Source: an optimization exercise on an open RTL-to-GDS flow (aim: small area). Production flows keep margins and buffers that such runs may drop.
Function was checked by simulation only, so behaviour that the tests miss may differ from the original.
The flow treats the clock pin as an ideal source, which a real chip does not have.
No activity file was given, so power comes from the tool's default toggle rates.

Setup of rev 12:
## mainblock
module mainblock(clk_50M, reset, dio, sclk, stb, data_check, light_chuc1, light_dv1, light_chuc2, light_dv2,light1, light2);
Size in the first run: ~180 cells after synthesis, ~33 I/O pins.
==> module tm1638, before the edit <==
module tm1638 (clk, en1, reset, stb, dio, sclk, data_check, light_chuc1, light_dv1, light_chuc2, light_dv2, light1, light2);
input clk, en1, reset;
output reg stb, dio, sclk;
output reg [7:0] data_check;
input [3:0] light_chuc1, light_dv1, light_chuc2, light_dv2;
input [1:0] light1, light2;
localparam [127:0] SSEG = {48'h0, 8'h6f, 8'h7f, 8'h07, 8'h7d, 8'h6d, 8'h66, 8'h4f, 8'h5b, 8'h06, 8'h3f};
localparam [31:0] TLIGHT = {8'h08, 8'h40, 8'h01, 8'h00};
reg [2:0] ng;       
reg [1:0] nslot;    
wire [2:0] g = ~ng;
wire [1:0] slot = ~nslot;
reg [3:0] i;
reg [19:0] hold;    
reg [3:0] cur;      
wire cmdg = g[2] & g[1];
wire byte_slot = (slot == 2'd1) | (slot == 2'd2 & ~cmdg);
always @(posedge clk or posedge reset)
	if (reset) begin
		ng <= 3'd0;
		nslot <= 2'd0;
	end else if (en1 & (~byte_slot | (i == 4'd15))) begin
		if (slot == 2'd3 | (slot == 2'd2 & g == 3'd6)) begin
			nslot <= 2'd3;
			case (g)
				3'd5: ng <= 3'd0;
				3'd6: ng <= 3'd7;
				3'd7: ng <= 3'd1;
				default: ng <= ~(g + 3'd1);
			endcase
		end else
			nslot <= ~(slot + 2'd1);
	end
always @(posedge clk)
	if (~byte_slot)
		i <= 4'd0;
	else if (en1)
		i <= i + 4'd1;
wire [5:0] pos = {g == 3'd5, g == 3'd4, g == 3'd3, g == 3'd2, g == 3'd1, g == 3'd0};
wire live = en1;
wire win04 = g[2] & g[0];
wire win5 = g == 3'd7;
always @(posedge clk) if (win04 | live & pos[0]) hold[3:0] <= light_chuc1;
always @(posedge clk) if (win04 | live & pos[1]) hold[7:4] <= light_dv1;
always @(posedge clk) if (win04 | live & pos[2]) hold[9:8] <= light1;
always @(posedge clk) if (win04 | live & pos[3]) hold[13:10] <= light_chuc2;
always @(posedge clk) if (win04 | live & pos[4]) hold[17:14] <= light_dv2;
always @(posedge clk) if (win5 | live & pos[5]) hold[19:18] <= light2;
wire [3:0] hsel;
assign hsel[1:0] = g[2] ? (g[0] ? hold[19:18] : hold[15:14]) :
                   g[1] ? (g[0] ? hold[11:10] : hold[9:8]) :
                          (g[0] ? hold[5:4] : hold[1:0]);
assign hsel[3:2] = g[2] ? hold[17:16] : g[1] ? hold[13:12] :
                   g[0] ? hold[7:6] : hold[3:2];
always @(posedge clk)
	if (slot == 2'd0)
		cur <= hsel;
wire light_pos = (g == 3'd2) | (g == 3'd5);
wire [7:0] live_b;
genvar k;
generate for (k = 0; k < 8; k = k + 1) begin : dc
	assign live_b[k] = light_pos ? TLIGHT[{hsel[1:0], k[2:0]}] : SSEG[{hsel, k[2:0]}];
end endgenerate
wire hold_bit = light_pos ? TLIGHT[{cur[1:0], i[3:1]}] : SSEG[{cur, i[3:1]}];
reg [7:0] cbyte;
always @(*) begin
	if (cmdg)
		cbyte = g[0] ? 8'h8f : 8'h44;
	else
		cbyte = {4'hc, g, 1'b0};
	sclk = byte_slot ? i[0] : 1'b1;
	data_check = ~byte_slot ? 8'h00 : (slot == 2'd1) ? cbyte : live_b;
	dio = ~byte_slot ? (g == 3'd7 && slot == 2'd2) : (slot == 2'd1) ? cbyte[i[3:1]] : hold_bit;
	stb = (slot == 2'd3) | (slot == 2'd2 & cmdg);
end
endmodule
export LEC_CHECK = 0
export CAP_MARGIN = 20
export CORE_MARGIN = 2
export CORE_UTILIZATION = 40
export GPL_TIMING_DRIVEN = 0
export PLACE_DENSITY = 0.95
export SLEW_MARGIN = 20
create_clock -name core_clock -period 5.0 [get_ports {clk_50M}]
standard.sh (not shown) runs the stock make flow with config.mk's settings and CLKGATE_MAP_FILE= SYNTH_SCRIPT=/design/flow/synth_recipe.tcl, a recipe that flattens the netlist after the stock synthesis.
==> flow/flow/run.sh <==
#!/bin/bash
# Layout flow:
#  1. the standard synthesis, then a second synthesis (flow/synth.tcl) that
#     differs only in its combinational mapping. Its registers are renamed to
#     the standard synthesis's names (flow/regs.py, matched by the net each
#     drives), and it is kept only if it then has exactly the same registers
#     (names and cell types); otherwise the standard netlist is used.
#  2. the standard placement, with the smallest buffer (buf_1) on the ports.
#  3. clock tree (flow/clock.tcl): one to four clock buffers fed by the clock
#     port, each driving a group of nearby registers; the smallest choice
#     whose estimated clock-pin slew is under 112 ps is kept.
#  4. the standard routing and finishing.
# Each step's output goes to its own log file in this folder.
set -euo pipefail
RES=orfs/results/$FLOW_PLATFORM/mainblock/base
PORTBUF='BUFFER_PORTS_ARGS=-buffer_cell sky130_fd_sc_hd__buf_1'
bash standard.sh synth > synth_standard.log 2>&1
mkdir -p keep
cp $RES/1_2_yosys.v $RES/1_2_yosys.sdc $RES/1_synth.odb $RES/1_synth.sdc keep/
python3 flow/regs.py list keep/1_2_yosys.v > regs_standard.txt
rm -f $RES/1_2_yosys.v $RES/1_2_yosys.sdc $RES/1_synth.odb $RES/1_synth.sdc
if bash standard.sh SYNTH_SCRIPT=$PWD/flow/synth.tcl synth > synth_own.log 2>&1 \
   && python3 flow/regs.py rename keep/1_2_yosys.v $RES/1_2_yosys.v own_renamed.v \
   && cp own_renamed.v $RES/1_2_yosys.v && rm -f $RES/1_synth.odb $RES/1_synth.sdc \
   && bash standard.sh synth > synth_own_odb.log 2>&1 \
   && python3 flow/regs.py list $RES/1_2_yosys.v > regs_own.txt \
   && cmp -s regs_standard.txt regs_own.txt; then
  echo "own synthesis kept" > synth_choice.log
else
  echo "own synthesis dropped, standard synthesis used" > synth_choice.log
  cp keep/* $RES/
fi
bash standard.sh "$PORTBUF" place > place.log 2>&1
export RES
export LIB=$FLOW_HOME/platforms/sky130hd/lib/sky130_fd_sc_hd__tt_025C_1v80.lib
export SETRC=$FLOW_HOME/platforms/sky130hd/setRC.tcl
export CLKPORT=clk_50M
ok=0
for cfg in "3 clkbuf_4" "1 clkbuf_16" "2 clkbuf_8" "4 clkbuf_4" "3 clkbuf_8" "4 clkbuf_8" "4 clkbuf_16"; do
  set -- $cfg
  CLK_GROUPS=$1 CLKBUF=sky130_fd_sc_hd__$2 openroad -no_init -exit flow/clock.tcl > clock_$1_$2.log 2>&1
  s=$(sed -n 's/^max clk slew //p' clock_$1_$2.log)
  if awk -v s="$s" 'BEGIN{exit !(s < 0.112)}'; then ok=1; break; fi
done
[[ $ok == 1 ]]
bash standard.sh "$PORTBUF" finish > finish.log 2>&1
Other scripts of this flow, unchanged in this note and not shown: flow/flow/abc.script, flow/flow/clock.tcl, flow/flow/regs.py, flow/flow/synth.tcl
### rev 12 -> rev 13
--- a/flow/design.v
+++ b/flow/design.v
@@ -50,25 +50,25 @@
 		i <= 4'd0;
 	else if (en1)
 		i <= i + 4'd1;
 wire [5:0] pos = {g == 3'd5, g == 3'd4, g == 3'd3, g == 3'd2, g == 3'd1, g == 3'd0};
-wire live = en1;
-wire win04 = g[2] & g[0];
-wire win5 = g == 3'd7;
-always @(posedge clk) if (win04 | live & pos[0]) hold[3:0] <= light_chuc1;
-always @(posedge clk) if (win04 | live & pos[1]) hold[7:4] <= light_dv1;
-always @(posedge clk) if (win04 | live & pos[2]) hold[9:8] <= light1;
-always @(posedge clk) if (win04 | live & pos[3]) hold[13:10] <= light_chuc2;
-always @(posedge clk) if (win04 | live & pos[4]) hold[17:14] <= light_dv2;
-always @(posedge clk) if (win5 | live & pos[5]) hold[19:18] <= light2;
+wire live = en1 & byte_slot;
+wire win02 = g[2] & g[0];
+wire win35 = g == 3'd7;
+always @(posedge clk) if (win02 | live & pos[0]) hold[3:0] <= light_chuc1;
+always @(posedge clk) if (win02 | live & pos[1]) hold[7:4] <= light_dv1;
+always @(posedge clk) if (win02 | live & pos[2]) hold[9:8] <= light1;
+always @(posedge clk) if (win35 | live & pos[3]) hold[13:10] <= light_chuc2;
+always @(posedge clk) if (win35 | live & pos[4]) hold[17:14] <= light_dv2;
+always @(posedge clk) if (win35 | live & pos[5]) hold[19:18] <= light2;
 wire [3:0] hsel;
 assign hsel[1:0] = g[2] ? (g[0] ? hold[19:18] : hold[15:14]) :
                    g[1] ? (g[0] ? hold[11:10] : hold[9:8]) :
                           (g[0] ? hold[5:4] : hold[1:0]);
 assign hsel[3:2] = g[2] ? hold[17:16] : g[1] ? hold[13:12] :
                    g[0] ? hold[7:6] : hold[3:2];
 always @(posedge clk)
-	if (slot == 2'd0)
+	if (en1 & (slot == 2'd0))
 		cur <= hsel;
 wire light_pos = (g == 3'd2) | (g == 3'd5);
 wire [7:0] live_b;
 genvar k;
==> notes.md <==
- The worst setup slack in rev 13 was higher than what rev 12 gave.
- Area added between synthesis and finish: rev 13 lower than rev 12
- Compared with rev 12, in rev 13 routing usage on met1 -3.6 points, buffering stage count on the worst path with inverters included +1, clock-buffer cell count +2, area of the die +about 0.47%.
- Number of well taps came out exactly the same in rev 12 and rev 13.
- Rev 13 vs rev 12, capturing element of the worst setup path: data_check[0] vs data_check[2]
- Rev 12 and rev 13 ended up with nearly the same share of power burned in combinational logic.
- Clock network fraction of total power (higher): rev 13
- Summary of rev 13 over rev 12: height of the die flat; final cell count up 2.6%; final non-filler cell area down 0.62%.
- Comparing rev 12 and rev 13, the lower number of buffers outside the clock class in the layout is on rev 13.
- Rev 12 and rev 13 ended up with nearly the same worst path required time.

afterwards: timing with drivers on the ports:
How much do the figures lean on ideal ports? The routed layouts below were timed once more, with nothing changed but the port constraints.
Step 1, drivers: a clkbuf_16 drives clk_50M and a buf_2 each remaining input, both assumed.
Step 2 moves the port delays by t, midway between the first and last clock arrival at a register: inputs arrive t later, outputs are due t later. That takes back most of the time a late clock gives input paths.
Three values: ideal ports, drivers, drivers and shift; two values: the first two.
| run | t (ns) | setup WS [ns] | clock arrival spread, ns | cell pins on the clock port's net |
|---|---|---|---|---|
| rev 12 | 0.198 | 0.398 / 0.360 / 0.558 | 0.014 / 0.014 | 2 |
| rev 13 | 0.202 | 0.460 / 0.414 / 0.616 | 0.016 / 0.015 | 4 |
After both steps setup and hold are still met in every run listed.
